Background: an optimization exercise with open tools, aiming at small area. Do not read the settings as production practice.
In this exercise RTL edits were held to simulation tests only and were not proved equivalent to the original.
Power and IR drop assume default switching activity.

--- design.v ---
`timescale 1ns / 1ps
module mult_add(
input CLK,
input CE,
input SCLR,
input [15 : 0] A,
input [15 : 0] B,
input [27 : 0] C,
output reg [32 : 0] P
    );
reg [15 : 0] a_r;
reg [15 : 0] b_r;
always @ (posedge CLK)
begin
    if (SCLR) begin
        a_r <= 0;
        b_r <= 0;
    end
    else if (CE) begin
        a_r <= A;
        b_r <= B;
    end
end
always @ (posedge CLK)
begin
    if (SCLR)
        P <= 0;
    else if (CE)
        P <= $signed(a_r) * $signed(b_r) + $signed(C);
end
endmodule
`timescale 1ns / 1ps
module MAC(
input clk,
input rst,
input [16 - 1 : 0] mac_en, 
input [16 * 16 - 1 : 0] img,
input [16 / 8 * 16 - 1 : 0] ker,
input [16 * 28 - 1 : 0] partial_output, 
output [16 * 33 - 1 : 0] result, 
output reg result_vld,
output partial_output_prepare
    );
integer j;
genvar i;
reg [1 : 0] mac_en_d [0:16-1];
always @ (posedge clk)
begin
    if (rst)
    for (j=0;j<16;j=j+1)
        mac_en_d[j] <= 0;
    else
    for (j=0;j<16;j=j+1)
        mac_en_d[j] <= {mac_en_d[j][0],mac_en[j]};
end 
assign partial_output_prepare = mac_en_d[0][1];
always @ (posedge clk)
begin
    result_vld <= mac_en_d[0][1];
end
generate for (i = 0; i < 16; i=i+1) begin :mult_add
    mult_add u_mult_add (
      .CLK(clk),     
      .CE(mac_en[i]||mac_en_d[i][1]),       
      .SCLR(rst),   
      .A(img[i * 16 +: 16]),         
      .B(ker[(i/8) *16 +: 16]),         
      .C({partial_output[i*28 +: 28]}),         
      .P(result[i*33 +: 33])         
    );
end
endgenerate 
endmodule
--- constraint.sdc ---
create_clock -name core_clock -period 8.5 [get_ports {clk}]
set_input_delay 1.7000 -clock core_clock [delete_from_list [all_inputs] [get_ports {clk}]]
set_output_delay 1.7000 -clock core_clock [all_outputs]
set_load 0.01 [all_outputs]
--- config.mk ---
export PLATFORM = sky130hd
export DESIGN_NAME = MAC
export DESIGN_NICKNAME = MAC
export VERILOG_FILES = /design/flow/design.v
export SDC_FILE = /design/flow/constraint.sdc
export NUM_CORES = 4
export LEC_CHECK = 0
export CAP_MARGIN = 20
export CORE_MARGIN = 2
export CORE_UTILIZATION = 40
export PLACE_DENSITY = 0.6
export SLEW_MARGIN = 20
--- run.sh ---
#!/bin/bash
# synth_recipe.tcl (not shown) runs the flow's synth.tcl, then flattens the netlist and writes it again
# the make line also repeats each setting of config.mk as NAME=value (left out here)
make -C /OpenROAD-flow-scripts/flow DESIGN_CONFIG=/design/flow/config.mk WORK_HOME=/design/flow/orfs CLKGATE_MAP_FILE= SYNTH_SCRIPT=/design/flow/synth_recipe.tcl finish
==> summary.txt <==
- Final setup fails: 0
- Cells after Synth: 23500
- Share of cells above drive strength 1: 2.29%
- Initial Util: 40.1%
- Max VDD drop: 0.163 mV
- Die Span X: 727 um
- Cts repair resizes: 0
- P_sw: 18.1 mW
- Fin. max-slew vios: 0
- Most frequent CP cell: fa_1
- PortBufs: 1283
- CTS Root Cell: clkbuf_16
- DIE AREA: 529000 um^2
- Area of the multi-input gates: 163000 um^2
- Largest net degree at the start of global routing: 144
- Commonest non-fill, non-tap cell in the layout: inv_1
- Syn Area/Cell: 8.92 um^2
- Grt ovf: 0
- DRT iter0 DRCs: 9321
- Synthesized flop and latch total: 1073
- Met2 Use GR: 42.2%
- CP Cell Sequence: nand2_1 -> fa_1 -> inv_1 -> fa_1 -> inv_1 -> fa_1 -> inv_1 -> fa_1 -> fa_1 -> inv_1 -> fa_1 -> inv_1 -> ha_1 -> and3_1 -> o211ai_1 -> and2_0 -> a22o_1 -> a311oi_1 -> o2111ai_1 -> a21oi_1 -> a211oi_1 -> xnor2_1 -> nand2_1 -> a21oi_1
- Number of H-tree levels: 4
- Internal reg-to-reg setup slack: 1.10 ns
- Post-Syn Area: 209000 um^2
- Final #Nets: 31100
- Std cell rows: 265
- Setup CP Type: reg2reg
- Average wire per standard cell: 21.5 um
- Drt via density: 4.99
- P per Cell Area: 164 nW/um^2
- Prevailing post-synth register cell: dfxtp_1
- First-pass GRT wire length: 1040 mm
- Seq/Total Area, Yosys: 10.3%
- Hold path endpoint: mac_en_d[15][1]
- Fmax: 135 MHz
- Area delta synth->final: 11.8%
- Crit Path Max Fanout: 17
- Max cap viols: 0
- CP top delay family: adder cells
- Overall Global Routing Usage: 25.8%
- Min Tclk post-route: 7.40 ns
- Final hold violation count: 0
- Min-Delay Startpoint: mac_en_d[15][0]
- Register area: 21500 um^2
- Commonest cells after routing, fill and taps aside: inv_1 (5601), fa_1 (4720), nand2_1 (3832)
- CP max-delay cell: dfxtp_1
- Comb pwr share: 61.9%
- CP required: 9.30 ns
- Met3 Use GR: 6.04%
- # DRC: 0
- Num Clock Sinks: 1073
- RR Endpoint: mult_add[1].u_mult_add.P[32]
- Worst Path Arrival: 8.19 ns
- Worst R2R Start: mult_add[1].u_mult_add.b_r[8]
- RSZ-0062 raised after global routing: false
- Min-delay worst type: reg2reg
- Floorplan core area: 521000 um^2
- Post-synth top area share: 45.2%
- Vias in the first global route: 167000
- Library cells used by synthesis: 97
- Final Skew: 0.0648 ns
- YS warnings: 3
- Flop pwr share: 19.3%
- Initial antenna violation count: 107
- Post-synth EDFFs: 0
- Fin Setup TNS: 0 ns
- Syn nets: 30500
- Die H: 727 um
- Detailed placement HPWL: 545 mm
- FFs w/ async S/R, synth: 0%
- IO Count: 1284
- Gr busiest metal: met2
- Post-CTS Hold Buffers: 0
- Internal power: 20.2 mW
- M1 GR Usage: 32.8%
- Hold_ws: 0.400 ns
- Post-CTS Setup Bufs: 0
- Part of the cycle the worst path needs: 87.0%
- Slowest stage delay, CP: 0.85 ns
- Leakage: 118 nW
- Clock slew at reported path FFs: 0.06 ns
- Synth area leaders: fa_1 (45%), dfxtp_1 (10%), inv_1 (10%)
- Final Routed Wirelength: 672 mm
- Crit end category: flip-flop
- Later-pin clock latency in the skew report: 0.93 ns
- R2R depth: 24
- Iteration count of the initial detailed-routing pass: 5
- Part of the power in the clock network: 18.8%
- Yosys top cell by area: fa_1
- Slew HR: 26.8%
- Switching share of power: 47.3%
- WP buf/inv: 5
- Hold Path Cell Cnt: 1
- Num CTS Buffers: 157
- Via count: 156000
- Worst-margin pin slew: 1.10 ns
- # fillers: 50900
- CTS Buffer Depth: 4
- ANT nets after route: 0
- CP Launch Type: flip-flop
- TritonCTS clock tree: done
- Outcome: finished clean
- GP Congestion: 0.921
[layout make-up]
| class | count | share of cell area [%] |
|---|---|---|
| well taps | 6942 | 3.71 |
| inverters | 5603 | 8.99 |
| clock buffers | 198 | 1.84 |
| repair buffers | 1461 | 6.02 |
| multi-input cells | 15800 | 69.7 |
| diodes | 121 | 0.129 |
| flip-flops and latches | 1073 | 9.18 |
| clock inverters | 77 | 0.458 |
[through the flow]
stage               area (um^2)  instances  setup slack [ns]  power [mW]  util [%]
CTS                      234000      31100              1.09        38.7      44.8
finish                   234000      31300              1.10        38.3      44.9
global route             234000      31200             0.747        41.7      44.9
floorplan                209000      23500              1.63        22.8         -
global placement         228000      30900             0.599        30.9      43.8
detailed placement       228000      30900             0.595        31.1      43.8
[registers in the layout (all words and copies together) (netlist names)]
name / count
mac_en_d: 32
result_vld: 1
mult_add.u_mult_add.a_r: 256
mult_add.u_mult_add.P: 528
mult_add.u_mult_add.b_r: 256
[cells by family (layout without fill, tap and decap cells)]
group | Yosys count | after routing | share of synthesized area, %
flops | 1073 | 1073 | 10.3
other cells | 0 | 121 | 0
fa+ha+maj | 6256 | 6256 | 54.4
buf+inv | 6593 | 7339 | 11.9
mux | 7 | 7 | 0.0341
compound gates | 2141 | 2141 | 6.02
xor+xnor | 495 | 495 | 2.07
simple gates | 6887 | 6887 | 15.4
[synth_stat cells (13+ instances only)]
library cell,count
inv_1,5602
fa_1,4720
nand2_1,3832
and2_1,1939
ha_1,1536
a21oi_1,1267
dfxtp_1,1073
clkbuf_1,909
nor2_1,507
xnor2_1,384
a21o_1,224
o21ai_0,146
xor2_1,111
nand3_1,103
nor2b_1,99
nand2b_1,93
nor3_1,88
a211oi_1,77
o21ai_1,66
a31oi_1,61
buf_1,60
and3_1,51
o21bai_1,48
o21a_1,46
or3_1,46
nand4_1,36
or2_2,29
o211ai_1,27
o31ai_1,27
buf_4,14
o31a_1,13
[worst max path at each step]
stage                     depth (start not counted)                             to                             from
after floorplan                                  21   mult_add[5].u_mult_add.P[32]              partial_output[155]
after global placement                           20   mult_add[1].u_mult_add.P[32]               partial_output[43]
after detailed placement                         20   mult_add[1].u_mult_add.P[32]               partial_output[43]
after CTS                                        22   mult_add[1].u_mult_add.P[32]   mult_add[1].u_mult_add.a_r[14]
after global routing                             21  mult_add[10].u_mult_add.P[31]  mult_add[10].u_mult_add.a_r[10]
final                                            24   mult_add[1].u_mult_add.P[32]    mult_add[1].u_mult_add.b_r[8]
[power groups by stage]
| stage | sequential [mW] | combinational (mW) | clock (mW) |
|---|---|---|---|
| after floorplan | 6.84 | 15.9 | 0 |
| after global placement | 7.45 | 23.5 | 0 |
| after detailed placement | 7.47 | 23.7 | 0 |
| after CTS | 7.38 | 23.9 | 7.42 |
| after global routing | 7.48 | 26.7 | 7.56 |
| final | 7.39 | 23.7 | 7.20 |
[routing by layer]
metal  up-vias  part of all wire, %
li1      70200                    -
met5         -                0.077
met4        80                  4.9
met1     80100                   40
met3       996                  8.2
met2      4687                   47

port drivers added, routing unchanged:
The results above use ideal ports. As a check the final layout listed here was re-extracted and re-timed, cells and wires unchanged.
Step 1 (the two cells are an assumption about what drives the block):
set clk [get_ports {clk}]
set_driving_cell -lib_cell sky130_fd_sc_hd__clkbuf_16 $clk
set_driving_cell -lib_cell sky130_fd_sc_hd__buf_2 [delete_from_list [all_inputs] $clk]
Step 2 also shifts input and output timing later by t, the mid clock arrival at the registers, as if the neighbouring blocks saw the same clock.
a / b / c = ideal ports / drivers / drivers and shift; a / b = the first two.
t (ns): 1.006
setup WS [ns]: 1.102 / 1.102 / 0.461
slew at the worst register clock pin (ns): 0.08 / 0.08
worst data-port slew with drivers (ns): 0.57
pins driven straight from the clock port: 1
After both steps setup and hold are still met in this run. The setup slack of this run moves by 0.000 ns with the drivers and by -0.641 ns with both steps.
